Source: an optimization exercise on an open RTL-to-GDS flow (aim: small area, a short achievable clock period and few clock cycles). Production flows keep margins and buffers that such runs may drop.
Where RTL was checked, it was by simulation tests only, not by an equivalence proof against the original.
Only the layout flow was run in runs 1 and 2; the RTL was not checked for function there.
Power and IR drop assume default switching activity.

==> flow/config.mk <==
export PLATFORM = sky130hd
export DESIGN_NAME = top
export DESIGN_NICKNAME = top
export VERILOG_FILES = /design/flow/design.v
export SDC_FILE = /design/flow/constraint.sdc
export NUM_CORES = 8
export LEC_CHECK = 0
export ABC_CLOCK_PERIOD_IN_PS = 3000
export CAP_MARGIN = 20
export CORE_MARGIN = 2
export CORE_UTILIZATION = 25
export PLACE_DENSITY = 0.45
export SETUP_SLACK_MARGIN = 5
export SLEW_MARGIN = 20
==> flow/constraint.sdc <==
create_clock -name core_clock -period 10.0 [get_ports {clk}]
set_input_delay 2.0000 -clock core_clock [delete_from_list [all_inputs] [get_ports {clk}]]
set_output_delay 2.0000 -clock core_clock [all_outputs]
set_load 0.01 [all_outputs]
==> flow/design.v <==
module sign_extend(
	input [15:0] imm,
	output [31:0] ext
);
assign ext = {{16{imm[15]}}, imm};
endmodule
module reg_file(
	input clk,
	input rst_n,
	input [4:0] r1_addr,
	input [4:0] r2_addr,
	input [4:0] r3_addr,
	input [31:0] r3_din,
	input r3_wr,
	output reg [31:0] r1_dout,
	output reg [31:0] r2_dout
);
reg [31:0] rf [0:31];
reg [31:0] rv;
integer i;
always @(posedge clk)
	if (r3_wr)
		rf[r3_addr] <= r3_din;
always @(posedge clk or negedge rst_n)
	if (!rst_n)
		rv <= 32'd0;
	else if (r3_wr)
		rv[r3_addr] <= 1'b1;
always @(*) begin
	r1_dout = 32'd0;
	r2_dout = 32'd0;
	for (i = 0; i < 32; i = i + 1) begin
		r1_dout = r1_dout | ({32{rv[i] && r1_addr == i}} & rf[i]);
		r2_dout = r2_dout | ({32{rv[i] && r2_addr == i}} & rf[i]);
	end
end
endmodule
module alu(
	input [31:0] alu_a,
	input [31:0] alu_b,
	output [31:0] alu_out,
	output gtz
);
assign alu_out = alu_a + alu_b;
wire zero = ((alu_a ^ alu_b) == {alu_a[30:0] | alu_b[30:0], 1'b0});
assign gtz = ~alu_out[31] & ~zero;
endmodule
module pc(
	input [31:0] word,
	input [5:0] wpc,
	output redir,
	output [5:0] tgt,
	output [5:0] tgt1
);
wire is_j = word[31:26] == 6'b000010;
wire is_b = word[31:26] == 6'b000111;
assign redir = is_j | (is_b & word[15]);
assign tgt = is_j ? word[5:0] : wpc + word[5:0] + 6'd1;
assign tgt1 = is_j ? word[5:0] + 6'd1 : wpc + word[5:0] + 6'd2;
endmodule
module cu(
	input [5:0] op,
	output is_add,    
	output is_addi,
	output is_lw,
	output is_sw,
	output is_bgtz
);
assign is_addi = op == 6'b001000;
assign is_add = (op == 6'b000000) | is_addi;
assign is_lw = op == 6'b100011;
assign is_sw = op == 6'b101011;
assign is_bgtz = op == 6'b000111;
endmodule
module top(
	input clk, rst_n,
	output [5:0] mem_raddr,
	input [31:0] mem_rdata,
	output mem_we,
	output [5:0] mem_waddr,
	output [31:0] mem_wdata
);
reg [5:0]  raddr_q;      
reg        ra_fetch;     
reg [5:0]  npc;          
reg        fvalid;       
reg [5:0]  fpc;          
reg        svalid;
reg [31:0] sk_word;
reg [5:0]  spc;
reg        sredir;
reg [5:0]  stgt, stgt1;
reg        dvalid;
reg [31:0] ir;
reg [5:0]  dpc;
reg        dredir;       
reg        dpend;        
reg [5:0]  dtgt, dtgt1;   
reg        evalid;
reg        e_add, e_lw, e_sw, e_bgtz, e_pred;
reg [31:0] e_a, e_b;
reg [5:0]  e_maddr;
reg [4:0]  e_dest;
reg [5:0]  e_alt;        
reg [5:0]  e_alt1;       
reg        we_q;         
reg        lwb;          
reg        kill;         
wire       f_redir;
wire [5:0] f_tgt, f_tgt1;
pc pd(.word(mem_rdata), .wpc(fpc), .redir(f_redir), .tgt(f_tgt), .tgt1(f_tgt1));
wire [31:0] sum;
wire        gtz;
alu alu_1(.alu_a(e_a), .alu_b(e_b), .alu_out(sum), .gtz(gtz));
wire e_go = evalid & ~kill;
wire e_lw0 = e_go & e_lw;           
wire        rf_we = (e_go & e_add) | lwb;
wire [31:0] rf_wd = lwb ? mem_rdata : sum;
wire d_add, d_addi, d_lw, d_sw, d_bgtz;
cu dec(.op(ir[31:26]), .is_add(d_add), .is_addi(d_addi), .is_lw(d_lw),
       .is_sw(d_sw), .is_bgtz(d_bgtz));
wire [4:0] rs = ir[25:21];
wire [4:0] rt = ir[20:16];
wire [31:0] r1, r2;
reg_file register(
	.clk(clk), .rst_n(rst_n),
	.r1_addr(rs), .r2_addr(rt),
	.r3_addr(e_dest), .r3_din(rf_wd), .r3_wr(rf_we),
	.r1_dout(r1), .r2_dout(r2)
);
wire [31:0] simm;
sign_extend se(.imm(ir[15:0]), .ext(simm));
wire fwd_a = rf_we && e_dest == rs;
wire fwd_b = rf_we && e_dest == rt;
wire [31:0] opa = fwd_a ? rf_wd : r1;
wire [31:0] opb = d_addi ? simm : fwd_b ? rf_wd : r2;
wire [5:0]  maddr_f = rf_wd[5:0] + ir[5:0];
wire [5:0]  maddr_r = r1[5:0] + ir[5:0];
wire [5:0]  maddr = fwd_a ? maddr_f : maddr_r;
wire dlive = dvalid & ~kill;
wire dfire = dlive & ~e_lw0;
wire flive = fvalid & ~kill;
wire sw_hit = (dvalid & (dpc == e_maddr)) | (svalid & (spc == e_maddr)) |
              (fvalid & (fpc == e_maddr)) | (ra_fetch & (raddr_q == e_maddr));
wire e_mis = e_go & ((e_bgtz & (gtz ^ e_pred)) | (e_sw & sw_hit));
wire req_lw = dfire & d_lw;
wire req_d  = dlive & dpend;
wire req_f  = flive & f_redir;
wire take_d = ~req_lw & req_d;                  
wire take_f = ~req_lw & ~req_d & req_f;
wire [5:0] seq_addr = take_d ? dtgt : take_f ? f_tgt : npc;
wire [5:0] seq_addr1 = take_d ? dtgt1 : take_f ? f_tgt1 : npc + 6'd1;
wire [5:0] ra_next = req_lw ? maddr : seq_addr;
wire [5:0] npc_next = req_lw ? npc : seq_addr1;
wire d_accept = ~dvalid | dfire;
wire f_keep = flive & ~take_d;                  
always @(posedge clk or negedge rst_n)
	if (!rst_n) begin
		raddr_q <= 6'd0;
		ra_fetch <= 1'b1;
		npc <= 6'd1;
		fvalid <= 1'b0;
		svalid <= 1'b0;
		dvalid <= 1'b0;
		dpend <= 1'b0;
		evalid <= 1'b0;
		we_q <= 1'b0;
		lwb <= 1'b0;
		kill <= 1'b0;
	end else begin
		kill <= e_mis;
		lwb <= e_lw0;
		we_q <= dfire & d_sw & ~e_mis;
		evalid <= dfire;
		raddr_q <= e_mis ? e_alt : ra_next;
		npc <= e_mis ? e_alt1 : npc_next;
		ra_fetch <= e_mis | ~req_lw;
		fvalid <= ra_fetch & ~take_d & ~take_f;
		if (kill) begin
			dvalid <= 1'b0;
			svalid <= 1'b0;
			dpend <= 1'b0;
		end else if (d_accept) begin
			if (svalid) begin
				dvalid <= ~take_d;
				dpend <= 1'b0;
				svalid <= f_keep;
			end else begin
				dvalid <= f_keep;
				dpend <= f_keep & req_f & req_lw;
			end
		end else begin
			if (take_d)
				dpend <= 1'b0;
			svalid <= f_keep;
		end
	end
always @(posedge clk) begin
	fpc <= raddr_q;
	e_alt <= (dredir | d_sw) ? dpc + 6'd1 : dtgt;
	e_alt1 <= (dredir | d_sw) ? dpc + 6'd2 : dtgt1;
	e_a <= opa;
	e_b <= opb;
	e_maddr <= maddr;
	e_add <= d_add;
	e_lw <= d_lw;
	e_sw <= d_sw;
	e_bgtz <= d_bgtz;
	e_pred <= dredir;
	if (dfire)
		e_dest <= (ir[31:26] == 6'b000000) ? ir[15:11] : rt;
	if (d_accept) begin
		if (svalid) begin
			ir <= sk_word;
			dpc <= spc;
			dredir <= sredir;
			dtgt <= stgt;
			dtgt1 <= stgt1;
		end else begin
			ir <= mem_rdata;
			dpc <= fpc;
			dredir <= f_redir;
			dtgt <= f_tgt;
			dtgt1 <= f_tgt1;
		end
	end
	if (svalid ? d_accept : ~d_accept) begin
		sk_word <= mem_rdata;
		spc <= fpc;
		sredir <= f_redir;
		stgt <= f_tgt;
		stgt1 <= f_tgt1;
	end
end
assign mem_raddr = raddr_q;
assign mem_we = we_q;
assign mem_waddr = e_maddr;
assign mem_wdata = e_b;
endmodule
==> flow/flow/run.sh <==
#!/bin/bash
set -euo pipefail
bash standard.sh synth > synth.log 2>&1
bash standard.sh SETUP_SLACK_MARGIN=6.5 finish > layout.log 2>&1
==> flow/standard.sh <==
#!/bin/bash
# synth_recipe.tcl (not shown) runs the flow's synth.tcl, then flattens the netlist and writes it again
# the make line also repeats each setting of config.mk as NAME=value (left out here)
make -C /OpenROAD-flow-scripts/flow DESIGN_CONFIG=/design/flow/config.mk WORK_HOME=/design/flow/orfs CLKGATE_MAP_FILE= SYNTH_SCRIPT=/design/flow/synth_recipe.tcl "${@:-finish}"
==> results of run 1 <==
[power groups by stage]
stage	clock (uW)	sequential, uW	combinational (uW)
after CTS	5430	7780	4500
after floorplan	0	7660	2360
after detailed placement	0	7920	4060
after global placement	0	7940	4040
after global routing	5640	7830	5170
final	5390	7800	4940
[per-stage QoR]
step / hold WS [ps] / power [uW]
floorplan: 348.7 / 10020
CTS: 396.4 / 17710
finish: 391.4 / 18130
global placement: 371.8 / 11970
global route: 421.5 / 18640
detailed placement: 388.1 / 11990
[cells by family (layout without fill, tap and decap cells)]
logic type | count (synthesis) | after routing | share of synthesized area, %
flops | 1277 | 1277 | 66.51
xor+xnor | 128 | 128 | 2.007
buf+inv | 413 | 749 | 2.860
compound gates | 1341 | 1347 | 18.42
other cells | 0 | 11 | 0
simple gates | 717 | 717 | 6.650
mux | 80 | 82 | 1.613
fa+ha+maj | 85 | 85 | 1.944
[layer usage]
metal | vias up | GRT usage [%] | wire, um
li1 | 17070 | - | -
met1 | 23440 | 32.00 | 109500
met2 | 5043 | 37.89 | 127000
met3 | 1492 | 10.56 | 47970
met4 | 24 | 14.66 | 23150
met5 | - | 0.1891 | 359
[worst max-delay path: stages, from the launching register on]
cell	delay, ps
edfxtp_1	500
buf_6	170
and3b_2	240
and3_4	230
buf_16	140
a22o_1	240
a221oi_2	190
nand4_1	200
nor3_4	410
nand2_1	120
o21a_1	170
ha_1	280
a21o_1	180
a21oi_2	150
o21bai_1	100
a21oi_2	170
xor2_1	190
xnor2_1	160
o221ai_1	120
o2bb2ai_1	160
[cell type report]
type | count | area [um^2]
multi-input combinational | 2359 | 18790
sequential | 1277 | 37230
timing repair buffer | 398 | 4133
inverter | 89 | 344.1
timing repair inverter | 2 | 15.01
clock buffer | 182 | 3953
fill | 22050 | 153000
tap | 2975 | 3722
clock inverter | 78 | 830.8
antenna | 11 | 27.53
[timing repair]
item	in CTS	in global routing
pin swaps	72	33
hold buffers	0	0
gates cloned	16	2
buffers inserted	129	27
setup endpoints to repair	857	453
gates resized for setup	458	119
[cells in the mapped netlist (all sizes together), types with 66 or more instances]
| cell type | number |
|---|---|
| a21oi | 73 |
| a221oi | 256 |
| a22o | 245 |
| a22oi | 526 |
| and3 | 75 |
| clkbuf | 263 |
| dfxtp | 93 |
| edfxtp | 1131 |
| ha | 82 |
| inv | 89 |
| mux2 | 68 |
| nand2 | 137 |
| nand3 | 76 |
| nand4 | 162 |
| nor2 | 121 |
| nor3 | 66 |
| o21ai | 108 |
| xnor2 | 82 |
[how the worst min path moves through the flow]
stage	start	end	slack, ps	cells past startpoint
final	dredir	e_pred	390	0
after global placement	dredir	e_pred	370	0
after global routing	dredir	e_pred	420	0
after floorplan	dredir	e_pred	350	0
after detailed placement	dredir	e_pred	390	0
after CTS	dredir	e_pred	400	0
[flip-flops by register name (all words and copies together), names as in the netlist, 32 cells and up]
signal,count
e_a,32
e_b,32
ir,32
register.rf,1024
register.rv,32
sk_word,32
==> summary.md, run 1 <==
The run gives 307900 um as the overall routed net length. Across every metal layer, demand over resource in global routing totals 25.85%. The total overflow left after global routing is 0.

Setup repair after global routing could not meet its margin everywhere. The via count of the first global-routing pass is 43480, and the first-pass iteration count of the detailed router is 11. Port buffering added 78 buffers.

The share of synthesized area in the top cell type comes to 60.79%. Once the floorplan was initialized, standard cells occupied 25.15% of the core. For this design the total switching power over the nets is 6123 uW. The via count is 47070. The top-level I/O count came out at 79.

The number of antenna violations at the first check in global routing is 22. The normalized max-slew margin is 15.72%, and the count of clock tree sinks is 1277. Of the cells placed in the final design, the portion with a size suffix greater than 1 is 22.14%. For the final hold violation count, the log shows 0. The top cell types in the final layout, fill and taps aside, are edfxtp_1 (1131), a22oi_1 (525), a221oi_1 (249).

The cell area after placement was 0.06092 mm^2; the largest fanout of any net on the critical path was 6. Count of max-cap constraint violations: 0. The number of distinct library cells after synthesis is 72, and the post-route core utilization is 31.09%. Setup total negative slack on the finished layout was measured at 0 ps. Synthesis inferred 1277 register bits. Yosys mapped a number of flops with a built-in enable equal to 1131. Measured along the x axis, the die boundary spans 476.7 um.

The die span in y is 476.7 um, and the combinational cell fraction of total power is 27.2%. The tools report the worst-case setup margin in the final layout as 5820 ps. For the post-synth net total, the log shows 4160. The tools report the number of synthesis warnings as 2. Reg-to-reg critical path endpoint: raddr_q[5]. The run gives 60 as the largest net degree at the start of global routing. The run gives 143 as the number of buffers added by the clock tree synthesis step.

Dominant synthesized flop cell: edfxtp_1. STA classifies the critical path endpoint as a register. Including well taps, the total number of placed cells is 6926. At the worst endpoint, the arrival time is 4890 ps.

The setup path with the least slack is of type register to register. The minimum setup slack after placement came out at 4836 ps. The first global-routing pass estimated 401600 um of wire. The run finished with no timing, DRC or antenna violations.

The run gives 168800 um as the detailed-placement wirelength estimate. The power per cell area is 262.6 mW/mm^2. In this run the register-to-register setup slack is 5820 ps.

The net count of the finished layout is 4389. The worst hold-check path type was register to register. The die covers 0.2273 mm^2. Across the VDD grid, the largest voltage drop is 158.6 uV. Most common cell after layout, fill and taps aside: edfxtp_1. The final cycle utilization of the critical path was 41.80%; the maximum count of clock buffers along a single path was 3. The sequential share of power was 43.0%. Net switching is 33.77% of the power.

For the worst flop-to-flop path, the logic depth is 19. DRC marker count from the first detailed-route iteration: 10540. The setup-violating endpoint count in the final report was 0; the cell count after synthesis was 4041. The final critical path time including I/O delays and setup is 4180 ps, and the actual slew at the worst max-slew pin is 1253 ps.

The logs give 10710 ps for the critical path data required time and 0 for the final-report max-slew violation count. The average instance area after synthesis works out to 13.82 um^2. The internal portion of the total power is 12010 uW. At the end of routability-driven placement, the weighted congestion stood at 0.9341. The capturing element of the worst setup path is raddr_q[5]. In this run the static leakage power is 0.02331 uW. Clock edge transition at the registers on the reported setup and hold paths: 60 ps.

The finished cells cover 0.06905 mm^2. The later pin in the worst-skew pair is clocked with a latency of 820 ps. The floorplan step defined a core boundary enclosing 0.2221 mm^2. The maximum clock rate came out at 239.2 MHz. The post-detailed-route wirelength per cell works out to 41.78 um. The reg-to-reg startpoint is ir[21]. The number of standard-cell rows in the floorplan was 173. The share of the Yosys chip area taken by registers is 66.51%.

Timing startpoint of the critical path: ir[21]. Final worst clock skew: 38.91 ps. TritonCTS built the clock tree. The biggest area contributor in the post-synthesis netlist is edfxtp_1.

The area growth from synthesis to layout is 23.60%. The cell sitting at the root of the clock tree is a clkbuf_16. The worst setup path is launched from a register. CTS built an H-tree with a depth of 4. The logs give 0.05586 mm^2 for the post-synthesis cell area and 0 for the post-detailed-route count of antenna-violating nets. Using the TritonRoute via totals, the vias-per-cell ratio works out to 6.386.

In the routed design, unresolved DRC markers number 0. In the post-synthesis netlist, the biggest area contributors are edfxtp_1 (61%), a22oi_1 (7.1%), a221oi_1 (4.0%), a22o_1 (3.8%), dfxtp_1 (3.3%). The number of cells in the finished layout apart from fillers was 7371; the clock network fraction of total power was 29.8%. The share of flip-flops with an asynchronous set or reset works out to 4.150%.
==> run 2, diff against run 1 <==
--- a/flow/design.v
+++ b/flow/design.v
@@ -80,11 +80,17 @@
 	output [5:0] mem_waddr,
 	output [31:0] mem_wdata
 );
+localparam NB = 4;               
 reg [5:0]  raddr_q;      
 reg        ra_fetch;     
 reg [5:0]  npc;          
 reg        fvalid;       
 reg [5:0]  fpc;          
+reg        fhit;         
+reg [NB-1:0] bv;
+reg [5:0]  btag [0:NB-1];
+reg [5:0]  btgt [0:NB-1];
+reg [1:0]  brr;          
 reg        svalid;
 reg [31:0] sk_word;
 reg [5:0]  spc;
@@ -97,18 +103,21 @@
 reg        dpend;        
 reg [5:0]  dtgt, dtgt1;   
 reg        evalid;
-reg        e_add, e_lw, e_sw, e_bgtz, e_pred;
+reg        e_add, e_lw, e_sw, e_bgtz, e_j, e_pred;
 reg [31:0] e_a, e_b;
 reg [5:0]  e_maddr;
 reg [4:0]  e_dest;
+reg [5:0]  e_pc, e_tgt;
 reg [5:0]  e_alt;        
 reg [5:0]  e_alt1;       
 reg        we_q;         
 reg        lwb;          
 reg        kill;         
+integer i;
 wire       f_redir;
 wire [5:0] f_tgt, f_tgt1;
 pc pd(.word(mem_rdata), .wpc(fpc), .redir(f_redir), .tgt(f_tgt), .tgt1(f_tgt1));
+wire f_isb = mem_rdata[31:26] == 6'b000111;
 wire [31:0] sum;
 wire        gtz;
 alu alu_1(.alu_a(e_a), .alu_b(e_b), .alu_out(sum), .gtz(gtz));
@@ -119,6 +128,7 @@
 wire d_add, d_addi, d_lw, d_sw, d_bgtz;
 cu dec(.op(ir[31:26]), .is_add(d_add), .is_addi(d_addi), .is_lw(d_lw),
        .is_sw(d_sw), .is_bgtz(d_bgtz));
+wire d_j = ir[31:26] == 6'b000010;
 wire [4:0] rs = ir[25:21];
 wire [4:0] rt = ir[20:16];
 wire [31:0] r1, r2;
@@ -143,23 +153,46 @@
 wire sw_hit = (dvalid & (dpc == e_maddr)) | (svalid & (spc == e_maddr)) |
               (fvalid & (fpc == e_maddr)) | (ra_fetch & (raddr_q == e_maddr));
 wire e_mis = e_go & ((e_bgtz & (gtz ^ e_pred)) | (e_sw & sw_hit));
+reg [NB-1:0] bhit;
+reg [5:0]    bsel;
+always @(*) begin
+	bsel = 6'd0;
+	for (i = 0; i < NB; i = i + 1) begin
+		bhit[i] = bv[i] & (btag[i] == raddr_q);
+		bsel = bsel | ({6{bhit[i]}} & btgt[i]);
+	end
+end
+wire bpred = ra_fetch & (|bhit);
+wire [5:0] succ  = bpred ? bsel : npc;
+wire [5:0] succ1 = bpred ? bsel + 6'd1 : npc + 6'd1;
 wire req_lw = dfire & d_lw;
 wire req_d  = dlive & dpend;
-wire req_f  = flive & f_redir;
+wire req_f  = flive & f_redir & ~fhit;
 wire take_d = ~req_lw & req_d;                  
 wire take_f = ~req_lw & ~req_d & req_f;
-wire [5:0] seq_addr = take_d ? dtgt : take_f ? f_tgt : npc;
-wire [5:0] seq_addr1 = take_d ? dtgt1 : take_f ? f_tgt1 : npc + 6'd1;
+wire [5:0] seq_addr = take_d ? dtgt : take_f ? f_tgt : succ;
+wire [5:0] seq_addr1 = take_d ? dtgt1 : take_f ? f_tgt1 : succ1;
 wire [5:0] ra_next = req_lw ? maddr : seq_addr;
-wire [5:0] npc_next = req_lw ? npc : seq_addr1;
+wire [5:0] npc_next = req_lw ? succ : seq_addr1;
+reg [NB-1:0] bm_pc, bm_st;
+always @(*)
+	for (i = 0; i < NB; i = i + 1) begin
+		bm_pc[i] = bv[i] & (btag[i] == e_pc);
+		bm_st[i] = bv[i] & (btag[i] == e_maddr);
+	end
+wire b_ins = e_go & (e_j | (e_bgtz & gtz));
+wire b_del = e_go & e_bgtz & ~gtz;
+wire b_any = |bm_pc;
 wire d_accept = ~dvalid | dfire;
 wire f_keep = flive & ~take_d;                  
+wire f_pt = f_redir | (fhit & f_isb);           
 always @(posedge clk or negedge rst_n)
 	if (!rst_n) begin
 		raddr_q <= 6'd0;
 		ra_fetch <= 1'b1;
 		npc <= 6'd1;
 		fvalid <= 1'b0;
+		fhit <= 1'b0;
 		svalid <= 1'b0;
 		dvalid <= 1'b0;
 		dpend <= 1'b0;
@@ -167,6 +200,8 @@
 		we_q <= 1'b0;
 		lwb <= 1'b0;
 		kill <= 1'b0;
+		bv <= {NB{1'b0}};
+		brr <= 2'd0;
 	end else begin
 		kill <= e_mis;
 		lwb <= e_lw0;
@@ -176,6 +211,7 @@
 		npc <= e_mis ? e_alt1 : npc_next;
 		ra_fetch <= e_mis | ~req_lw;
 		fvalid <= ra_fetch & ~take_d & ~take_f;
+		fhit <= bpred;
 		if (kill) begin
 			dvalid <= 1'b0;
 			svalid <= 1'b0;
@@ -194,11 +230,28 @@
 				dpend <= 1'b0;
 			svalid <= f_keep;
 		end
+		if (we_q)
+			bv <= bv & ~bm_st;
+		else if (b_del)
+			bv <= bv & ~bm_pc;
+		else if (b_ins) begin
+			if (!b_any) begin
+				bv[brr] <= 1'b1;
+				brr <= brr + 2'd1;
+			end
+		end
+	end
+always @(posedge clk)
+	if (b_ins && !b_any) begin
+		btag[brr] <= e_pc;
+		btgt[brr] <= e_tgt;
 	end
 always @(posedge clk) begin
 	fpc <= raddr_q;
 	e_alt <= (dredir | d_sw) ? dpc + 6'd1 : dtgt;
 	e_alt1 <= (dredir | d_sw) ? dpc + 6'd2 : dtgt1;
+	e_pc <= dpc;
+	e_tgt <= dtgt;
 	e_a <= opa;
 	e_b <= opb;
 	e_maddr <= maddr;
@@ -206,6 +259,7 @@
 	e_lw <= d_lw;
 	e_sw <= d_sw;
 	e_bgtz <= d_bgtz;
+	e_j <= d_j;
 	e_pred <= dredir;
 	if (dfire)
 		e_dest <= (ir[31:26] == 6'b000000) ? ir[15:11] : rt;
@@ -219,7 +273,7 @@
 		end else begin
 			ir <= mem_rdata;
 			dpc <= fpc;
-			dredir <= f_redir;
+			dredir <= f_pt;
 			dtgt <= f_tgt;
 			dtgt1 <= f_tgt1;
 		end
@@ -227,7 +281,7 @@
 	if (svalid ? d_accept : ~d_accept) begin
 		sk_word <= mem_rdata;
 		spc <= fpc;
-		sredir <= f_redir;
+		sredir <= f_pt;
 		stgt <= f_tgt;
 		stgt1 <= f_tgt1;
 	end
==> run 2 against run 1 <==
  * Still clean on timing, DRC and antenna
  * Cell area rose by 6.8%
  * Synthesized cell count rose by 7.3%
  * Clock skew rose by 18 ps
  * Critical path depth fell by 3
  * Clock-buffer cell count rose by 11
  * Largest power group unchanged
  * Highest routed layer unchanged
==> summary.md, run 2 <==
By instance count, the cell type seen most on the critical path is a22oi_1. register.rf holds more flip-flops than any other register. The tools report the number of remaining DRC errors as 0. The critical path starts at ir[22].

Cell count after synthesis: 4334. Counting both buffers and inverters, the worst setup path holds a total of 3. The actual slew at the worst max-slew pin was 1282 ps; the area share of the largest cell type after synthesis was 59.72%. The worst setup path is launched from a register. In this run the vertical extent of the chip is 491.0 um. The number of nets in the layout is 4755. Sequential elements use 65.83% of the synthesized area. Setup-violating endpoint count in the final report: 0.

In this run the critical register-to-register path is launched from ir[22]. Data arrives at the worst endpoint at 4830 ps. For the latest clock arrival within the worst-skew pair, the log shows 850 ps. The min-delay analysis places its worst path in the category register to register.

The tools report the final hold violation count as 0. Across the routed clock network, the largest skew measured is 57.05 ps. In this run the power density over the cells is 266.5 mW/mm^2. Entering global routing, the biggest net connects 62 pins. The number of standard-cell rows in the floorplan came out at 178. Global routing consumed, over all layers together, 25.28% of the routing resources. The tools report the detailed-placement wirelength estimate as 179200 um. The final critical path time including I/O delays and setup came out at 4143 ps. Across the run, the number of max-cap violations was 0.

Compared with the post-synthesis result, the final layout area differs by 24.37%. The most common cell in the synthesized netlist is edfxtp_1. The worst stage delay on the critical path was 550 ps.

After detailed routing, the average wire length per cell comes to 40.62 um. The filler cells instantiated in the layout total 23450. The first-pass iteration count of the detailed router was 10; the top-level I/O count was 79.

For the via count, the log shows 49430. In this run the cell area of the synthesized design comes to 0.05929 mm^2. The total global routing overflow was 0; the smallest hold slack was 384.8 ps. The element type at the critical path end is a register.

Leaving out fill and tap cells, the most frequent cells in the layout are edfxtp_1 (1179), a22oi_1 (527), buf_4 (276). Among all flip-flop cells after synthesis, the most frequent one is edfxtp_1. The setup path with the least slack is of type register to register. In this run the worst path has a maximum fanout of 10. The tools report the number of antenna violations at the first check in global routing as 15.

Headroom to the max-slew limit came out at 14.31%. The number of synthesis warnings was 2; the flip-flop count of the largest register, all copies and words added was 1024. For the number of cells in the finished layout apart from fillers, the log shows 7909. After detailed routing, the total wire length is 321300 um.

The dominant cell type by area after synthesis is edfxtp_1. The count of state elements after synthesis was 1345; the global placer's final weighted congestion was 0.9324. The first global-routing pass estimated 419100 um of wire. Summed over all failing endpoints, the final setup total negative slack is 0 ps. The detail route stage leaves a number of antenna-violating nets equal to 0. In this run, placement finished with an instance count of 7386. Final cycle utilization of the critical path: 41.43%. The tools report the beginning of the worst hold path as dredir. The fraction of final layout cells with drive strength greater than 1 is 23.15%. Via count of the first global-routing pass: 46230. The total area inside the core boundary comes to 0.2356 mm^2.

The kind of cell with the highest combined delay along the critical path is simple AND/OR/NAND/NOR gates. TritonCTS built the clock tree. At the worst endpoint, the required time is 10690 ps.

For this design, the CTS-stage hold fixing added 0 buffers. Using the TritonRoute via totals, the vias-per-cell ratio works out to 6.249. After synthesis, the mean cell area works out to 13.68 um^2.

The commonest cells after synthesis are edfxtp_1 (1179), a22oi_1 (527), clkbuf_1 (280). After detailed placement, the total cell area comes to 0.06468 mm^2. The count of clock tree sinks was 1345. The cell at the root of the clock tree is clkbuf_16. The post-route core utilization was 31.29%; the area of all placed cells without fillers was 0.07374 mm^2. Post-synth net total: 4458. The number of enable-type register cells in the synthesized netlist came out at 1179. Across the VDD grid, the largest voltage drop is 504.6 uV. The critical path goes through buf_6 > and3b_2 > and3_4 > buf_8 > a22oi_1 > nand4_1 > nor3_4 > mux2i_2 > ha_1 > inv_1 > o21bai_4 > a21oi_2 > xor2_1 > xnor2_2 > a22oi_1 > o21ai_1. The die covers 0.2411 mm^2. Setup repair after global routing could not meet its margin everywhere. For this configuration, the core starts out at a cell density of 25.16%. The H-tree was split into 4 levels. The logs give 241.4 MHz for the maximum clock rate and 85 for the number of distinct library cells after synthesis. The flow ran to the end and the layout has no timing, DRC or antenna violations.

Port buffering added 78 buffers. The most common cell after layout, fill and taps aside is edfxtp_1. The highest-delay cell along the critical path was edfxtp_1. The DRC marker count from the first detailed-route iteration is 9820. By area the synthesized netlist is led by edfxtp_1 (60%), a22oi_1 (6.7%), a221oi_1 (3.8%), a22o_1 (3.7%), dfxtp_1 (3.6%).

The final-report max-slew violation count was 0. The number of buffers added by the clock tree synthesis step came out at 147. For this run, asynchronously set or reset flops after synthesis account for 4.461%. For the maximum count of clock buffers along a single path, the log shows 3. Clock-pin slew was measured on the worst setup and hold paths at 60 ps. Horizontal die dimension: 491.0 um.

The static power due to leakage is 0.02460 uW.
## run 2: final timing paths
kind / depth (start not counted) / slack (ps) / endpoint
min in group asynchronous: 2 / 1380 / bv[3]
worst min-delay path: 0 / 380 / e_pred
worst max-delay path: 16 / 5860 / raddr_q[5]
worst min register to register: 0 / 380 / e_pred
max in group asynchronous: 2 / 7830 / raddr_q[1]
worst max register to register: 16 / 5860 / raddr_q[5]
## run 2: kinds of logic (layout without fill, tap and decap cells)
logic type,count (synthesis),after routing,synth area share (%)
AO/OA/AOI/OAI,1393,1399,18.05
flip-flops,1345,1345,65.83
AND/OR/NAND/NOR,800,810,7.078
buffers and inverters,437,837,2.838
XOR/XNOR,191,191,2.822
adder cells (fa/ha/maj),90,90,1.937
multiplexers,78,80,1.446
other,0,7,0
## run 2: layout make-up
cell class / count / area [um^2] / area share (%)
Inverter: 96 / 372.9 / 0.5057
Multi-Input combinational cell: 2570 / 20750 / 28.14
Tap cell: 3150 / 3941 / 5.345
Antenna cell: 7 / 17.52 / 0.02376
Sequential cell: 1345 / 39150 / 53.09
Clock inverter: 77 / 720.7 / 0.9774
Timing Repair inverter: 2 / 15.01 / 0.02036
Timing Repair Buffer: 469 / 4688 / 6.358
Clock buffer: 193 / 4090 / 5.547
## run 2: worst register-to-register path: cells and delay by family, from the launching register on
family,cells,cell delay (ps)
multiplexers,1,160
XOR/XNOR,2,340
AO/OA/AOI/OAI,5,830
AND/OR/NAND/NOR,4,1230
flip-flops,1,550
buffers and inverters,3,550
adder cells (fa/ha/maj),1,350
## run 2: power by group
part,total (uW),leakage [uW],switching (uW),internal [uW]
logic,5820,0.00964,3830,1990
clock network,5550,0.00234,2440,3110
registers,8280,0.0126,575,7700
total,19700,0.0246,6850,12800
## run 2: routing by layer
metal | GRT usage, % | share of wire (%)
met3 | 10.62 | 15
met2 | 36.92 | 41
met1 | 31.50 | 36
met4 | 13.65 | 7.1
met5 | 0 | 0.093
## run 2: per-stage QoR
step	total power, uW	setup slack, ps
floorplan	10730	5847
global placement	12920	4737
detailed placement	12930	4759
CTS	18990	6182
global route	20200	5803
finish	19650	5857
## run 2: what timing repair did
item / 4_1_cts / 5_1_grt
setup buffers: 159 / 60
cloned: 19 / 7
setup endpoints to repair: 1310 / 405
gates resized for setup: 512 / 159
pin swaps: 78 / 81
==> run 3, diff against run 2 <==
--- a/flow/design.v
+++ b/flow/design.v
@@ -7,8 +7,8 @@
 module reg_file(
 	input clk,
 	input rst_n,
-	input [4:0] r1_addr,
-	input [4:0] r2_addr,
+	input [31:0] r1_sel,
+	input [31:0] r2_sel,
 	input [4:0] r3_addr,
 	input [31:0] r3_din,
 	input r3_wr,
@@ -30,8 +30,8 @@
 	r1_dout = 32'd0;
 	r2_dout = 32'd0;
 	for (i = 0; i < 32; i = i + 1) begin
-		r1_dout = r1_dout | ({32{rv[i] && r1_addr == i}} & rf[i]);
-		r2_dout = r2_dout | ({32{rv[i] && r2_addr == i}} & rf[i]);
+		r1_dout = r1_dout | ({32{rv[i] & r1_sel[i]}} & rf[i]);
+		r2_dout = r2_dout | ({32{rv[i] & r2_sel[i]}} & rf[i]);
 	end
 end
 endmodule
@@ -98,6 +98,7 @@
 reg [5:0]  stgt, stgt1;
 reg        dvalid;
 reg [31:0] ir;
+reg [31:0] dsel_a, dsel_b;   
 reg [5:0]  dpc;
 reg        dredir;       
 reg        dpend;        
@@ -134,7 +135,7 @@
 wire [31:0] r1, r2;
 reg_file register(
 	.clk(clk), .rst_n(rst_n),
-	.r1_addr(rs), .r2_addr(rt),
+	.r1_sel(dsel_a), .r2_sel(dsel_b),
 	.r3_addr(e_dest), .r3_din(rf_wd), .r3_wr(rf_we),
 	.r1_dout(r1), .r2_dout(r2)
 );
@@ -184,6 +185,7 @@
 wire b_del = e_go & e_bgtz & ~gtz;
 wire b_any = |bm_pc;
 wire d_accept = ~dvalid | dfire;
+wire [31:0] d_word = svalid ? sk_word : mem_rdata;    
 wire f_keep = flive & ~take_d;                  
 wire f_pt = f_redir | (fhit & f_isb);           
 always @(posedge clk or negedge rst_n)
@@ -264,6 +266,8 @@
 	if (dfire)
 		e_dest <= (ir[31:26] == 6'b000000) ? ir[15:11] : rt;
 	if (d_accept) begin
+		dsel_a <= 32'd1 << d_word[25:21];
+		dsel_b <= 32'd1 << d_word[20:16];
 		if (svalid) begin
 			ir <= sk_word;
 			dpc <= spc;
--- a/flow/config.mk
+++ b/flow/config.mk
@@ -8,7 +8,7 @@
 export ABC_CLOCK_PERIOD_IN_PS = 3000
 export CAP_MARGIN = 20
 export CORE_MARGIN = 2
-export CORE_UTILIZATION = 25
-export PLACE_DENSITY = 0.45
+export CORE_UTILIZATION = 50
+export PLACE_DENSITY = 0.65
 export SETUP_SLACK_MARGIN = 5
 export SLEW_MARGIN = 20
==> run 3 against run 2 <==
  * The layout now fails its checks (capacitance limit, slew limit)
  * Cell count down 19%
  * Routed wire length down 13%
  * Power down 3.0%
  * Register-to-register slack better by 410 ps
  * Flip-flop and latch count up 64
==> summary.md, run 3 <==
The flow ran to the end, but the layout failed its checks. The layout checks failed on capacitance limit, slew limit. The worst setup path is captured at a register. Dominant synthesized flop cell: edfxtp_1. The arrival time of the worst setup path is 4390 ps.

Counting every net in the synthesized netlist gives 4601. The share of flip-flops with an asynchronous set or reset was 4.258%. TritonCTS built the clock tree. Clock tree synthesis inserted a total of 147 buffers.

The number of cells on the worst reg-to-reg path is 14. The count of max-cap constraint violations is 1, and the horizontal die dimension is 354.5 um. edfxtp_1 is the most common cell in the netlist. The register with the most flip-flops in the layout has 1024 of them.

Sorting the synthesized cells by how often they occur yields edfxtp_1 (1243), a22oi_1 (707), clkbuf_1 (305). The number of hold buffers added after cts came out at 0. Setup repair after global routing could not meet its margin everywhere. The post-detailed-route count of antenna-violating nets is 0. The final total negative setup slack was 0 ps.

The global placer's final weighted congestion is 0.9580, and the effective utilization at floorplan is 50.39%. For this run, the top clock speed supported by timing is 268.3 MHz. The latest clock arrival within the worst-skew pair came out at 810 ps. For the final hold violation count, the log shows 0. Total routing resource utilization after global routing: 42.76%. Setup violations remaining at the end of the flow were counted as 0. In this run the mean area of a mapped cell was 13.71 um^2. In the final routed layout, each cell accounts on average for 43.93 um.

In this run the number of cells on the critical path is 14. The run gives 4 as the final-report max-slew violation count. Detailed placement ended at an HPWL of 148600 um. The end point of the worst hold path is e_pred. Sorting the synthesized cells by area gives the leading types as edfxtp_1 (61%), a22oi_1 (8.6%), dfxtp_1 (3.5%), nand4_1 (2.4%), dfrtp_1 (2.4%). After synthesis, flip-flops and latches occupy 66.69% of the total area.

For the via count of the first global-routing pass, the log shows 45690. For this design the ratio of total power to cell area is 266.2 mW/mm^2. In the layout the commonest cells are edfxtp_1 (1243), a22oi_1 (704), nand4_1 (239). Walking the worst path, the cells encountered are and2_2 > buf_4 > buf_4 > a22oi_1 > nand4_1 > o22a_1 > ha_1 > inv_1 > o21bai_1 > a21oi_1 > xor2_1 > xnor2_1 > o2bb2ai_1 > mux2_4.

The reg-to-reg critical path endpoint was raddr_q[5]. The largest fanout of any net on the critical path works out to 20. The final cycle utilization of the critical path works out to 37.28%. The number of synthesis warnings was 2; the number of nets in the layout was 4749.

Measured along the y axis, the die boundary spans 354.5 um. Summed over its instances, the top area cell type makes up 60.78% of the synthesized netlist area. The register bank with the most flops was register.rf. For the overall routed net length, the log shows 280400 um. Broken down by cell family, the worst path's largest delay share belongs to buffers and inverters. 79 I/O pins were placed. Relative to the synthesized area, the layout overhead comes to 16.58%. The first global-routing pass estimated 369600 um of wire.

The tools report the cell area after placement as 0.06471 mm^2. For the post-synthesis cell area, the log shows 0.06141 mm^2. Dividing the detail-routed via count by the number of cells gives 7.930.

The maximum count of clock buffers along a single path is 3, and the number of standard-cell rows in the floorplan is 128. After detailed routing, the number of remaining DRC violations is 0. The largest single stage delay on the critical path is 610 ps. Counting every sink on the clock net gives 1409. The worst path needs 3728 ps of the cycle, external delays included.

Reg-to-reg startpoint: register.rv[0]. Data on the critical path is required at its endpoint by 10660 ps. The final route contains 50630 vias.

Across all hold checks on the routed design, the worst slack comes to 373.2 ps. In this run the tool buffered the top-level ports with 78 buffer cells. Summed over all layers, the global routing overflow is 0. For the number of distinct library cells after synthesis, the log shows 87. The floorplan step defined a die boundary enclosing 0.1256 mm^2. The count of state elements after synthesis was 1409. The kind of start point of the critical path was a register.

Worst hold-check path type: register to register. The critical path contains buffers and inverters numbering 3 combined. The number of antenna violations at the first check in global routing is 17, and the actual slew at the worst max-slew pin is 2109 ps. Leaving out fill and tap cells, the most frequent cell in the layout is edfxtp_1.

In this run the most critical hold path is launched from dredir. The H-tree generated during clock tree synthesis spans 4 levels. Clock tree synthesis selected as its root buffer the cell clkbuf_16. The clock edge transition at the registers on the reported setup and hold paths was 60 ps; the largest net degree at the start of global routing was 85. Synthesis produced a netlist whose cell count is 4478.

The area of all placed cells without fillers was 0.07159 mm^2; the final worst clock skew was 42.09 ps. The worst voltage drop across the vdd grid was 296.6 uV. The slowest stage of the critical path belongs to the cell buf_4. Cell with the most instances on the worst path: buf_4. Cells fill 58.74% of the core in the end. The normalized max-slew margin is -42.56%. The fraction of final layout cells with drive strength greater than 1 works out to 18.51%.

The worst setup path category is register to register. The synthesized design spends more area on one cell type than any other, namely edfxtp_1. For the register-to-register path setup slack, the log shows 6270 ps.

The worst hold path passes through 0 cells. In this run, synthesis inferred 1243 flip-flops with an integrated enable. Static power due to leakage: 0.02450 uW. The tools report the DRC marker count from the first detailed-route iteration as 12530. The run gives 0.1219 mm^2 as the area of the core region.

The critical path starts at register.rv[0]. The first TritonRoute pass finished after 12 iterations.
==> run 3: layer usage <==
metal  global-route usage [%]  routed length, um
met5                    2.264                400
met4                    29.19              26400
met3                    22.06              54480
met2                    57.90             109600
met1                    52.61              89610
==> run 3: worst max path at each step <==
stage / end / slack, ps
global route: raddr_q[5] / 6310
CTS: raddr_q[5] / 6150
floorplan: raddr_q[5] / 5920
detailed placement: raddr_q[5] / 4840
global placement: raddr_q[3] / 4920
finish: raddr_q[5] / 6270
==> run 3: timing repair <==
| item | 4_1_cts | 5_1_grt |
|---|---|---|
| buffers inserted | 48 | 53 |
| cloned | 4 | 12 |
| setup endpoints to repair | 666 | 696 |
| resized for setup | 241 | 171 |
| pin swaps | 21 | 62 |
==> run 3: worst register-to-register path, delay by kind of cell, from the launching register on <==
| family | cells | cell delay [ps] |
|---|---|---|
| compound gates | 5 | 790 |
| xor+xnor | 2 | 300 |
| fa+ha+maj | 1 | 260 |
| buf+inv | 3 | 1170 |
| flops | 1 | 390 |
| mux | 1 | 260 |
| simple gates | 2 | 410 |
==> run 3: where the power goes <==
part	internal, uW	leakage (uW)	switching, uW
Clock	3170	0.00233	2410
Sequential	7750	0.0133	582
Combinational	1740	0.00883	3420
==> run 3: layout make-up <==
| type | count | area (um^2) |
|---|---|---|
| clock buffers | 184 | 3928 |
| repair buffers | 330 | 3009 |
| diodes | 11 | 27.53 |
| flip-flops and latches | 1409 | 41050 |
| clock inverters | 87 | 882.1 |
| repair inverters | 2 | 15.01 |
| inverters | 105 | 405.4 |
| fillers | 9361 | 50280 |
| multi-input cells | 2631 | 20240 |
| well taps | 1625 | 2033 |
==> run 3: kinds of logic after synthesis <==
group           synth area share (%)
mux                            1.557
buf+inv                        2.791
compound gates                 17.06
simple gates                   7.414
flops                          66.69
xor+xnor                       2.638
fa+ha+maj                      1.850
==> run 3: through the flow <==
stage                     setup WS [ps]  power, uW  instances
final                              6272      19060       6384
after global routing               6313      19440       6376
after CTS                          6152      18460       6307
after detailed placement           4845      12790       5984
after global placement             4921      12740       5983
after floorplan                    5915      10850       4478
Testbench counts of run 3, summed over its fixed seeds: cycles 18,334.
==> run 4, diff against run 3 <==
==> flow/flow/run.sh (replaced) <==
#!/bin/bash
set -euo pipefail
bash standard.sh synth > synth.log 2>&1
bash standard.sh SETUP_SLACK_MARGIN=7.2 finish > layout.log 2>&1
--- a/flow/config.mk
+++ b/flow/config.mk
@@ -8,7 +8,7 @@
 export ABC_CLOCK_PERIOD_IN_PS = 3000
 export CAP_MARGIN = 20
 export CORE_MARGIN = 2
-export CORE_UTILIZATION = 50
-export PLACE_DENSITY = 0.65
+export CORE_UTILIZATION = 25
+export PLACE_DENSITY = 0.45
 export SETUP_SLACK_MARGIN = 5
 export SLEW_MARGIN = 20
==> run 4 against run 3 <==
  * Now clean on timing, DRC and antenna
  * Area after synthesis unchanged
  * Via count is 2.8% higher
  * Clock-buffer cell count up 16
  * Die area rose by 99%
  * Combinational power grew 44%
  * Clock power increased by 7.2%
  * Register-to-register slack better by 210 ps
  * Power grew 15%
  * Worst setup slack better by 120 ps
  * Core utilization shrank 25 points
==> summary.md, run 4 <==
The flow ran to the end and the layout has no timing, DRC or antenna violations. Setup violations remaining at the end of the flow were counted as 0. For the worst voltage drop across the vdd grid, the log shows 154.7 uV. Detailed placement finished with a half-perimeter wire length of 184100 um. Cell count after synthesis: 4478. Of all nets on the critical path, the largest fanout is 4. Highest-delay cell along the critical path: fa_2. After Yosys synthesis, XOR and XNOR cells account for 2.638% of the synthesized area. The worst stage delay on the critical path came out at 360 ps. The clock edge transition at the registers on the reported setup and hold paths is 60 ps, and the horizontal die dimension is 499.6 um. The startpoint identified for the worst hold timing path is dtgt[0]. The worst path uses 36.08% of the clock period. The minimum setup slack after placement was 4727 ps; the total routing resource utilization after global routing was 26.44%. For the worst setup path, the data required time is 10680 ps.

The count of nets left with antenna violations once routing finished came out at 0. The maximum count of clock buffers along a single path was 3. Of the synthesized area, sequential elements account for 66.69%. The count of buffers from port buffering was 78; the simple logic cell fraction of the synthesized area was 7.414%.

Number of buffers added by the clock tree synthesis step: 153. A synthesized cell averages 13.71 um^2. The area share of the largest cell type after synthesis is 60.78%, and the number of remaining DRC errors is 0.

The maximum clock rate was 277.2 MHz. The final-report max-slew violation count was 0. The run gives 2 as the number of synthesis warnings.

Across all setup checks in the final design, the least slack found is 6392 ps. The setup check on the worst reg-to-reg path leaves a slack of 6480 ps. The synthesized netlist devotes 1.850% of its cell area to adder and majority cells. Top-level I/O count: 79. The analysis attributes to cell leakage a power of 0.02757 uW.

Reg-to-reg startpoint: dsel_a[27]. The CTS H-tree depth was 4; the area growth from synthesis to final layout was 32.01%. Leaving out fill and tap cells, the most frequent cells in the layout are edfxtp_1 (1243), a22oi_1 (694), buf_4 (242).

Mux contribution to synthesized area: 1.557%. For the pin with the worst max-slew slack, the measured transition is 1208 ps. The die is 499.6 um tall.

When the netlist entered floorplanning its net count stood at 4601. The number of cells on the worst reg-to-reg path is 16. After layout, the minimum clock period comes to 3608 ps. The first global-routing pass estimated 448500 um of wire. For hold timing, the worst endpoint is e_tgt[0].

The tightest min-delay check is of the register to register type. At the worst endpoint, the arrival time is 4290 ps. The count of fill cells added during filler insertion was 23660; the global placer's final weighted congestion was 0.9103. Register bank with the most flops: register.rf. The via count of the first global-routing pass came out at 48450. The run gives 16 as the number of antenna violations at the first check in global routing. After synthesis, the share of flip-flops with an asynchronous set or reset is 4.258%. By area, the combinational part of the netlist is dominated by compound AO/OA/AOI/OAI gates. For the final database, setup skew stands at 84.83 ps.

The core region is 0.2437 mm^2. The dominant synthesized flop cell was edfxtp_1. Via density per instance: 6.283.

The largest net degree at the start of global routing was 75; the effective utilization at floorplan was 25.20%. The power per cell area works out to 269.3 mW/mm^2. After detailed routing, the total wire length is 346200 um. For the final hold violation count, the log shows 0. STA classifies the critical path endpoint as a register. By area the synthesized netlist is led by edfxtp_1 (61%), a22oi_1 (8.6%), dfxtp_1 (3.5%), nand4_1 (2.4%), dfrtp_1 (2.4%). Yosys instantiated no cell more often than edfxtp_1. Headroom to the max-slew limit came out at 19.14%.

At the later pin of the worst-skew pair, clock insertion delay measures 860 ps. The routed layout has 52050 vias. After the first detailed-routing iteration, the DRC count stood at 11210. The most common cell after layout, fill and taps aside is edfxtp_1. Summing the areas of all compound-gate instances in the mapped netlist gives 17.06% of the synthesized area. The first-pass iteration count of the detailed router was 14; the final total negative setup slack was 0 ps. After detailed routing, the average wire length per cell comes to 41.79 um. The worst setup path is launched from an input port. Setup repair after global routing could not meet its margin everywhere. Counting flops and latches in the post-synthesis netlist gives 1409. Cell with the most instances on the worst path: mux2i_1. Synthesis instantiated 87 different standard cells from the library. The number of nets in the layout was 5066; the post-synthesis cell area was 0.06141 mm^2. The count of max-cap constraint violations is 0.

Ranked by instance count, the synthesized netlist is headed by edfxtp_1 (1243), a22oi_1 (707), clkbuf_1 (305). In the final layout, the share of cells above drive strength 1 is 28.79%. Counting flops with a built-in enable in the synthesized netlist gives 1243. The die covers 0.2496 mm^2.

The endpoint identified for the worst register-to-register timing path is raddr_q[5]. For the count of clock tree sinks, the log shows 1409. Grouping stages by cell kind, the critical path spends the most delay in multiplexers.

The worst setup path category is input port to register. In this run the clock root is driven by a clkbuf_16. Walking the worst path, the cells encountered are buf_12 > ha_4 > fa_2 > buf_6 > xor2_4 > ha_4 > nand2_4 > xnor2_2 > mux2i_1 > mux2i_1 > mux2i_1 > o21ai_1 > mux2_4. The flip-flop count of the largest register, all copies and words added was 1024; the total global routing overflow was 0. TritonCTS built the clock tree.

The critical path buffer and inverter count came out at 2. The floorplan has 181 rows. The dominant cell type by area after synthesis was edfxtp_1.

Along the worst hold path, the cell count comes to 0.
[run 4: cell counts after synthesis]
Identical to the previous run, type by type.
[run 4: report_power, final]
part           switching (uW)  internal [uW]  leakage [uW]
logic                    4440           3000        0.0117
registers                 656           7750        0.0134
clock network            2610           3380       0.00253
[run 4: repair_timing]
item                        CTS  global route
cloned                       60            20
hold endpoints to repair      0             0
setup endpoints to repair  2126          1106
pin swaps                   174           114
gates resized for setup    1038           239
buffers inserted            238            72
hold buffers                  0             0
[run 4: worst max-delay path by stage]
stage	start	end	slack, ps	cells past startpoint
after floorplan	mem_rdata[0]	raddr_q[5]	5920	11
after global placement	mem_rdata[0]	raddr_q[5]	4710	13
after detailed placement	mem_rdata[0]	raddr_q[5]	4730	12
after CTS	raddr_q[0]	mem_raddr[0]	6480	1
after global routing	mem_rdata[0]	raddr_q[5]	6320	12
final	mem_rdata[0]	raddr_q[3]	6390	13
[run 4: layout make-up]
| type | instances | area (um^2) | share of cell area [%] |
|---|---|---|---|
| Clock inverter | 84 | 1016 | 1.253 |
| Sequential cell | 1409 | 41140 | 50.75 |
| Inverter | 105 | 425.4 | 0.5247 |
| Tap cell | 3202 | 4006 | 4.942 |
| Antenna cell | 11 | 27.53 | 0.03395 |
| Multi-Input combinational cell | 2657 | 22550 | 27.82 |
| Clock buffer | 200 | 4220 | 5.206 |
| Timing Repair Buffer | 615 | 7662 | 9.452 |
| Timing Repair inverter | 2 | 15.01 | 0.01852 |
[run 4: logic make-up after synthesis]
| logic type | Yosys count |
|---|---|
| AO/OA/AOI/OAI | 1380 |
| adder cells (fa/ha/maj) | 89 |
| flip-flops | 1409 |
| buffers and inverters | 449 |
| multiplexers | 88 |
| AND/OR/NAND/NOR | 878 |
| XOR/XNOR | 185 |
[run 4: layer usage]
layer  GRT usage, %  part of all wire (%)
met1          33.03                    36
met2          37.91                    41
met3          12.09                    16
met4          13.94                   7.0
met5         0.2894                  0.16
[run 4: per-stage QoR]
| step | instances | area (um^2) | power [uW] | util, % | hold WS [ps] |
|---|---|---|---|---|---|
| after floorplan | 4478 | 62270 | 10940 | - | 346.2 |
| after global placement | 7599 | 67390 | 13290 | 27.65 | 438.6 |
| after detailed placement | 7600 | 67420 | 13290 | 27.67 | 430.9 |
| after CTS | 8182 | 78990 | 20880 | 32.41 | 458.2 |
| after global routing | 8275 | 81040 | 22290 | 33.26 | 466.9 |
| final | 8285 | 81070 | 21830 | 33.27 | 446.9 |
[run 4: worst register-to-register path: stages (launching register included)]
cell and delay, ps:
edfxtp_1 370, and2_4 220, buf_12 160, buf_4 250, a22oi_1 200, nand4_1 160, nor2_1 170, nand4_1 180
o22a_1 290, ha_4 300, inv_1 50, o21bai_1 190, a21oi_2 90, xor2_1 170, xnor2_1 140, o2bb2ai_1 130
mux2_4 250
==> run 5, diff against run 4 <==
==> flow/flow/run.sh (replaced) <==
#!/bin/bash
set -euo pipefail
bash standard.sh synth > synth.log 2>&1
bash standard.sh SETUP_SLACK_MARGIN=6.5 finish > layout.log 2>&1
--- a/flow/config.mk
+++ b/flow/config.mk
@@ -9,6 +9,8 @@
 export CAP_MARGIN = 20
 export CORE_MARGIN = 2
 export CORE_UTILIZATION = 25
+export CTS_BUF_LIST = sky130_fd_sc_hd__clkbuf_8
+export CTS_CLUSTER_SIZE = 30
 export PLACE_DENSITY = 0.45
 export SETUP_SLACK_MARGIN = 5
 export SLEW_MARGIN = 20
==> run 5 against run 4 <==
  * Clock skew rose by 24 ps
  * Global-route usage fell by 1.0 points
  * Clock power fell by about 10%
  * Critical endpoint is now mem_raddr[2]
  * Area after synthesis did not move
  * Critical path depth fell by 12
  * Combinational power fell by 23%
  * Non-clock buffer count fell by 229
  * Hold slack got worse by 28 ps
  * Core utilization fell by 2.7 points
  * Register-to-register slack got worse by 150 ps
  * Sequential power fell by 0.7%
==> summary.md, run 5 <==
The run finished with no timing, DRC or antenna violations. Derived from the worst setup path, the maximum achievable clock frequency is 270.3 MHz. Dividing the detail-routed via count by the number of cells gives 6.188. For the worst flop-to-flop path, the logic depth is 14. Cell count after synthesis: 4478. For the pin with the worst max-slew slack, the measured transition is 1240 ps. The layout has 24360 filler cells. The number of remaining DRC errors was 0; the top-level I/O count was 79. The tools report the cell area after placement as 0.06702 mm^2. Via count of the first global-routing pass: 47130. The run gives 87 as the number of distinct library cells after synthesis. For the final worst clock skew, the log shows 108.4 ps. Most frequently used cell type in the post-synthesis netlist: edfxtp_1.

Xor and xnor area share after synthesis: 2.638%. The library cell used most frequently in the layout, excluding fill and tap cells, is edfxtp_1. The worst path uses 36.99% of the clock period. Counting flops with a built-in enable in the synthesized netlist gives 1243. For the total area of multi-input combinational cells, the log shows 0.02047 mm^2. Setup repair after global routing could not meet its margin everywhere. Post-synth net total: 4601.

At the placement stage, the worst setup path has a slack of 4672 ps. The run gives 25.43% as the total routing resource utilization after global routing. The design draws 19450 uW.

Summing the areas of all and, or, nand and nor instances in the mapped netlist gives 7.414% of the synthesized area. Summing over every cut layer, the via total after detailed routing is 50620. The first TritonRoute pass finished after 8 iterations. The detailed-placement wirelength estimate was 182800 um; the global-route wire length before repair was 432300 um. After synthesis, the largest area contributor takes up 60.78% of total cell area. The largest fanout of any net on the critical path works out to 2. Among all flip-flop cells after synthesis, the most frequent one is edfxtp_1. Clock tree synthesis found a total of 1409 sinks.

Largest family of logic cells by synthesized area: compound AO/OA/AOI/OAI gates. Final hold violation count: 0. The fraction of final layout cells with drive strength greater than 1 was 22.33%; the number of buffers added by the clock tree synthesis step was 227. Counting flops with an async set or reset pin after synthesis yields a share of 4.258%.

The worst hold-check path type is register to register. The clock edge transition at the registers on the reported setup and hold paths works out to 70 ps. Worst setup path category: register to primary output. The die is 499.6 um tall. The later pin in the worst-skew pair is clocked with a latency of 1040 ps. The adder-cell share of the synthesized area is 1.850%, and the largest net degree at the start of global routing is 62.

Wires add up to 332600 um. The die covers 0.2496 mm^2. For this block, the initial DRC count from the detailed router was 11040.

The longest clock path from root to sink contains 3 buffers. register.rf holds more flip-flops than any other register. At the worst endpoint, the required time is 8000 ps. VDD sags by at most 131.1 uV. Summing the areas of all compound-gate instances in the mapped netlist gives 17.06% of the synthesized area. The finished cells cover 0.07458 mm^2. By area the synthesized netlist is led by edfxtp_1 (61%), a22oi_1 (8.6%), dfxtp_1 (3.5%), nand4_1 (2.4%), dfrtp_1 (2.4%).

The H-tree was split into 4 levels. The part of the Yosys area used for sequential elements is 66.69%. The critical path buffer and inverter count is 1, and the horizontal die dimension is 499.6 um.

After layout, the worst setup slack is 6301 ps. The post-synthesis cell area was 0.06141 mm^2; the area growth from synthesis to final layout was 21.44%. The final critical path time including I/O delays and setup is 3699 ps.

The critical path goes through buf_6. The dominant cell type by area after synthesis is edfxtp_1. Final-report max-slew violation count: 0. The hold-critical path depth came out at 0. Flip-flop count of the largest register, all copies and words added: 1024. The average instance area after synthesis came out at 13.71 um^2.

For this design, the CTS-stage hold fixing added 0 buffers. In the final routed layout, each cell accounts on average for 40.65 um. The number of nets in the layout was 4889. The run gives 0 as the total global routing overflow. STA classifies the critical path endpoint as a primary output.

The tools report the number of synthesis warnings as 2. Mux contribution to synthesized area: 1.557%. The tools report the count of max-cap constraint violations as 0. In this run the clock root is driven by a clkbuf_8.

The highest-delay cell along the critical path is dfrtp_4. The count of buffers added on input and output ports is 78. The number of antenna violations at the first check in global routing came out at 23. Row generation in the floorplan step produced 181 rows.

The tools report the post-detailed-route count of antenna-violating nets as 0. Broken down by cell family, the worst path's largest delay share belongs to flip-flops. The path length in cells of the critical path is 1. STA classifies the critical path startpoint as a register. The tools report the final total negative setup slack as 0 ps.

TritonCTS built the clock tree. Setup violations remaining at the end of the flow were counted as 0. For this design the static power due to leakage is 0.02535 uW.

The count of state elements after synthesis came out at 1409. At the worst endpoint, the arrival time is 1700 ps. Counting instances in the post-synthesis netlist gives the leading cell types as edfxtp_1 (1243), a22oi_1 (707), clkbuf_1 (305). The area taken by flip-flops and latches is 0.04110 mm^2, and the normalized max-slew margin is 16.72%. The run gives 25.20% as the effective utilization at floorplan. In this run the standard cell core region covers 0.2437 mm^2.

For the global placer's final weighted congestion, the log shows 0.9023. The library cells used most frequently in the layout, excluding fill and tap cells, are edfxtp_1 (1243), a22oi_1 (704), buf_4 (246). In this design, the stage delay of the slowest critical-path cell is 520 ps. Dividing total power by cell area gives a power density of 260.7 mW/mm^2.
[run 5: cell counts after synthesis]
No cell type changed its count.
[run 5: layer usage]
metal,share of wire [%],global-route usage (%),up-vias
met4,6.3,12.85,22
met3,16,10.52,1237
li1,-,-,18730
met2,41,36.51,5056
met5,0.043,0,-
met1,37,32.69,25570
[run 5: worst paths after layout]
check,startpoint,to,slack (ps)
setup / recovery,raddr_q[2],mem_raddr[2],6300
hold / removal,dredir,e_pred,420
setup reg to reg,register.rv[19],raddr_q[5],6330
hold reg to reg,dredir,e_pred,420
max in group asynchronous,rst_n,raddr_q[3],7990
min in group asynchronous,rst_n,register.rv[29],1130
[run 5: final cells by class]
class                           instances  share of cell area [%]
Antenna cell                            8                 0.02684
Clock buffer                          244                   4.503
Clock inverter                        189                   1.965
Inverter                              105                  0.5436
Multi-Input combinational cell       2635                   27.44
Sequential cell                      1409                   55.11
Tap cell                             3202                   5.372
Timing Repair Buffer                  386                   5.020
Timing Repair inverter                  2                 0.02013
[run 5: repair_timing]
item | 4_1_cts | 5_1_grt
cloned | 13 | 6
pin swaps | 44 | 33
buffers inserted | 97 | 30
gates resized for setup | 540 | 101
setup endpoints to repair | 1548 | 417
[run 5: power breakdown]
| part | leakage [uW] | switching, uW | internal (uW) | total (uW) |
|---|---|---|---|---|
| Clock | 0.00272 | 2620 | 2760 | 5380 |
| Combinational | 0.00928 | 3870 | 1840 | 5710 |
| Sequential | 0.0134 | 589 | 7760 | 8350 |
[run 5: cell families after synthesis]
| kind of cell | count (synthesis) |
|---|---|
| XOR/XNOR | 185 |
| AND/OR/NAND/NOR | 878 |
| multiplexers | 88 |
| buffers and inverters | 449 |
| AO/OA/AOI/OAI | 1380 |
| flip-flops | 1409 |
| adder cells (fa/ha/maj) | 89 |
[run 5: metrics by stage]
stage	utilization (%)	std cells	hold slack (ps)
finish	30.61	8180	418.8
global route	30.60	8175	432.4
CTS	30.28	8136	418.9
detailed placement	27.50	7593	391.3
global placement	27.48	7590	402.8
floorplan	-	4478	346.2
==> run 6, diff against run 5 <==
--- a/flow/config.mk
+++ b/flow/config.mk
@@ -9,8 +9,6 @@
 export CAP_MARGIN = 20
 export CORE_MARGIN = 2
 export CORE_UTILIZATION = 25
-export CTS_BUF_LIST = sky130_fd_sc_hd__clkbuf_8
-export CTS_CLUSTER_SIZE = 30
 export PLACE_DENSITY = 0.45
 export SETUP_SLACK_MARGIN = 5
 export SLEW_MARGIN = 20
==> run 6 against run 5 <==
  * Clock power grew 12%
  * Critical path type is now register to register
  * Critical path depth increased by 14
  * Power is 3.2% higher
  * Global-route usage shrank 0.30 points
  * Cell count decreased by 1.8%
  * Combinational power about the same
  * Clock skew decreased by 24 ps
  * Still clean
  * Synthesized cell count is the same
  * Highest routed layer unchanged
==> summary.md, run 6 <==
The run gives 20080 uW as the total power consumption of the routed design. The min-delay analysis places its worst path in the category register to register. The clock network fraction of total power came out at 29.9%. When the netlist entered floorplanning its net count stood at 4601. The root buffer cell chosen for the clock tree is clkbuf_16.

Ranked by flip-flop count, first place goes to register.rf. The via count of the first global-routing pass is 46320. The run gives 154 as the number of buffers added by the clock tree synthesis step. The floorplan has 181 rows.

The floorplan step defined a die boundary enclosing 0.2496 mm^2. The die is 499.6 um tall. Setup violations remaining at the end of the flow were counted as 0.

The synthesized design spends more area on one cell type than any other, namely edfxtp_1. The area growth from synthesis to layout is 21.80%. After synthesis, the most frequently instantiated cells are edfxtp_1 (1243), a22oi_1 (707), clkbuf_1 (305). The routed design uses 51580 um of met3 wire. The final layout contains 4817 nets.

The post-detailed-route count of antenna-violating nets came out at 0. The tools report the global placer's final weighted congestion as 0.9023. For the count of clock tree sinks, the log shows 1409.

For this block, the initial DRC count from the detailed router was 10980. Hold repair after CTS inserted 0 buffers. The worst setup path is captured at a register. For the static power due to leakage, the log shows 0.02510 uW. The most frequently used cell type in the post-synthesis netlist is edfxtp_1. The average instance area after synthesis is 13.71 um^2.

Summing over every cut layer, the via total after detailed routing is 50380. The core region is 0.2437 mm^2. Dividing the detail-routed via count by the number of cells gives 6.270.

The flow ran to the end and the layout has no timing, DRC or antenna violations. The tools report the total internal power as 13040 uW. The met2 wire length came out at 135600 um. The post-detailed-route wirelength per cell works out to 41.12 um. The share of flip-flops with an asynchronous set or reset was 4.258%. The critical path in this run is classified as register to register. After technology mapping, the gate count stands at 4478. In the final routing, the length of wire on met1 measures 121700 um. The flip-flop count of the largest register, all copies and words added was 1024.

The tools report the kind of start point of the critical path as a register. Entering global routing, the biggest net connects 62 pins. Across the VDD grid, the largest voltage drop is 141.6 uV.

The logs give 414.8 ps for the smallest hold slack and 84.28 ps for the final worst clock skew. Counting the fill cells in the layout gives 24190. After detailed routing, the number of remaining DRC violations is 0.

TritonCTS built the clock tree. The area share of the largest cell type after synthesis was 60.78%. Clock-pin slew was measured on the worst setup and hold paths at 60 ps. During I/O placement, the number of pins put on the boundary was 79. The normalized max-slew margin was 15.86%; the count of max-cap constraint violations was 0. The H-tree generated during clock tree synthesis spans 4 levels. The most common cell after layout, fill and taps aside was edfxtp_1. The number of antenna violations at the first check in global routing was 27. After detailed routing, no signal wire sits above met5.

In this run the deepest clock path goes through 3 buffers. The later pin in the worst-skew pair is clocked with a latency of 850 ps. Global routing consumed, over all layers together, 25.13% of the routing resources.

Sorting the synthesized cells by area gives the leading types as edfxtp_1 (61%), a22oi_1 (8.6%), dfxtp_1 (3.5%), nand4_1 (2.4%), dfrtp_1 (2.4%). Global routing finished with a remaining overflow of 0. The run gives 2 as the number of synthesis warnings.

The number of enable-type register cells in the synthesized netlist was 1243; the overall routed net length was 330400 um. After layout, the minimum clock period comes to 3698 ps. The logs give 270.4 MHz for the maximum clock rate and 0.06141 mm^2 for the post-synthesis cell area. The post-route netlist has 20.45% of its cells at a drive strength greater than 1. The dominant synthesized flop cell was edfxtp_1. The initial utilization of the core area, before any placement, comes to 25.20%. The horizontal die dimension is 499.6 um.

Of all nets on the critical path, the largest fanout is 15. The number of distinct library cells after synthesis is 87, and the sequential share of power is 41.6%. Data on the critical path is required at its endpoint by 10700 ps.

Input and output buffers added on the ports amount to 78. In this run the register-to-register setup slack is 6300 ps. The global-route wire length before repair was 427500 um; the first-pass iteration count of the detailed router was 9. The arrival time of the worst setup path is 4390 ps, and the power per cell area is 268.4 mW/mm^2.

Detailed-placement wirelength estimate: 182800 um. The library cells used most frequently in the layout, excluding fill and tap cells, are edfxtp_1 (1243), a22oi_1 (705), buf_4 (246). At the pin with the least slew margin, the transition time is 1252 ps. For this run, the register share of the synthesized area comes to 66.69%.

After layout, the worst path uses 36.98% of the clock period. The post-route core utilization is 30.70%. The count of state elements after synthesis was 1409; the net switching component of the power was 7041 uW. The run gives 28.6% as the combinational cell fraction of total power. Setup repair after global routing could not meet its margin everywhere. Final hold violation count: 0. Setup total negative slack on the finished layout was measured at 0 ps.

Net switching is 35.07% of the power. The final-report max-slew violation count came out at 0.
run 6: changes by cell type in the layout (fill, tap and decap cells not counted), sizes merged, moves of 4 or more:
cell and delta:
clkinv -43, inv -63, dlymetal6s2s -4, clkbuf -33, clkdlybuf4s15 +12, buf -12
run 6: critical path, cell delays in order (launching register included):
cell,delay [ps]
dfrtp_1,390
and2_2,200
buf_4,290
a221oi_2,350
nand4_1,200
nor3_4,340
a21oi_4,120
ha_4,220
a21o_1,170
a21oi_2,170
o21bai_1,110
a21oi_1,190
xor2_1,190
xnor2_1,110
o2bb2ai_1,150
mux2_2,260
run 6: kinds of logic after synthesis:
kind of cell / after synthesis / share of synthesized area (%)
DFF: 1409 / 66.69
and+or+nand+nor: 878 / 7.414
xor gates and xnor gates: 185 / 2.638
AOI/OAI and AO/OA: 1380 / 17.06
adders and majority gates: 89 / 1.850
muxes: 88 / 1.557
buffers and inverters: 449 / 2.791
run 6: power by group through the flow:
stage,Combinational [uW],Sequential (uW),Clock (uW)
2_1_floorplan,2730,8120,0
3_3_place_gp,4690,8580,0
3_5_place_dp,4710,8570,0
4_1_cts,5200,8350,6030
5_1_grt,5930,8400,6260
6_report,5730,8340,6000
run 6: final cells by class:
class	instances	area [um^2]	share of cell area, %
clock buffer	205	4175	5.582
timing repair buffer	387	3610	4.826
inverter	105	405.4	0.5420
tap	3202	4006	5.356
sequential	1409	41050	54.88
antenna	11	27.53	0.03680
multi-input combinational	2635	20440	27.33
timing repair inverter	2	15.01	0.02007
clock inverter	79	1067	1.427
run 6: final timing paths:
path / from / to / cells after the start
worst max-delay path: register.rv[28] / raddr_q[5] / 15
worst min-delay path: dredir / e_pred / 0
worst max register to register: register.rv[28] / raddr_q[5] / 15
worst min register to register: dredir / e_pred / 0
max in group asynchronous: rst_n / raddr_q[1] / 1
min in group asynchronous: rst_n / register.rv[31] / 1
run 6: metal layers:
layer / up-vias / GRT usage, %
met5: - / 0.1929
met3: 1337 / 10.41
met4: 22 / 12.50
met2: 5062 / 35.98
li1: 18540 / -
met1: 25420 / 32.42
run 6: per-stage QoR:
| step | instances | setup WS [ps] | cell area, um^2 |
|---|---|---|---|
| 6_report | 8035 | 6302 | 74800 |
| 5_1_grt | 8025 | 6170 | 74770 |
| 2_1_floorplan | 4478 | 5915 | 61710 |
| 3_5_place_dp | 7593 | 4672 | 67020 |
| 4_1_cts | 7959 | 6143 | 73600 |
| 3_3_place_gp | 7590 | 4700 | 66950 |
run 6: timing repair:
action / CTS / global route
gates cloned: 11 / 8
pin swaps: 32 / 45
gates resized for setup: 396 / 145
buffers inserted: 71 / 56
endpoints found under the setup margin: 1560 / 520

-- afterwards: timing with drivers on the ports --
In the flow no input, the clock included, has a driving cell. The finished layouts below were timed again as built, in two steps. Step 1 assumes that a clkbuf_16 drives the clock port and a buf_2 every other input. Step 2 adds t to the input delays and takes it off the output delays; t is the mean of the earliest and latest rising clock arrival at the registers after step 1. Input paths then give back, and output paths get back, about the clock's delay inside the block. Three values: no drivers, after step 1, after step 2; two values: the first two.
| run | t, ns | slack for setup (ns) | worst register clock-pin slew, ns | worst data-port slew with drivers (ns) | cell pins on the clock port's net |
|---|---|---|---|---|---|
| run 1 | 0.886 | 5.820 / 5.820 / 5.478 | 0.07 / 0.07 | 0.11 | 1 |
| run 2 | 0.916 | 5.857 / 5.857 / 5.397 | 0.07 / 0.07 | 0.06 | 1 |
| run 3 | 0.864 | 6.272 / 6.272 / 5.629 | 0.07 / 0.07 | 0.06 | 1 |
| run 4 | 0.906 | 6.392 / 6.430 / 5.524 | 0.07 / 0.07 | 0.10 | 1 |
| run 5 | 1.083 | 6.301 / 6.219 / 5.333 | 0.07 / 0.07 | 0.11 | 1 |
| run 6 | 0.910 | 6.302 / 6.302 / 5.541 | 0.07 / 0.07 | 0.11 | 1 |
For run 5, which loses most, drivers alone change the setup slack by -0.082 ns; drivers and shift together by -0.968 ns.
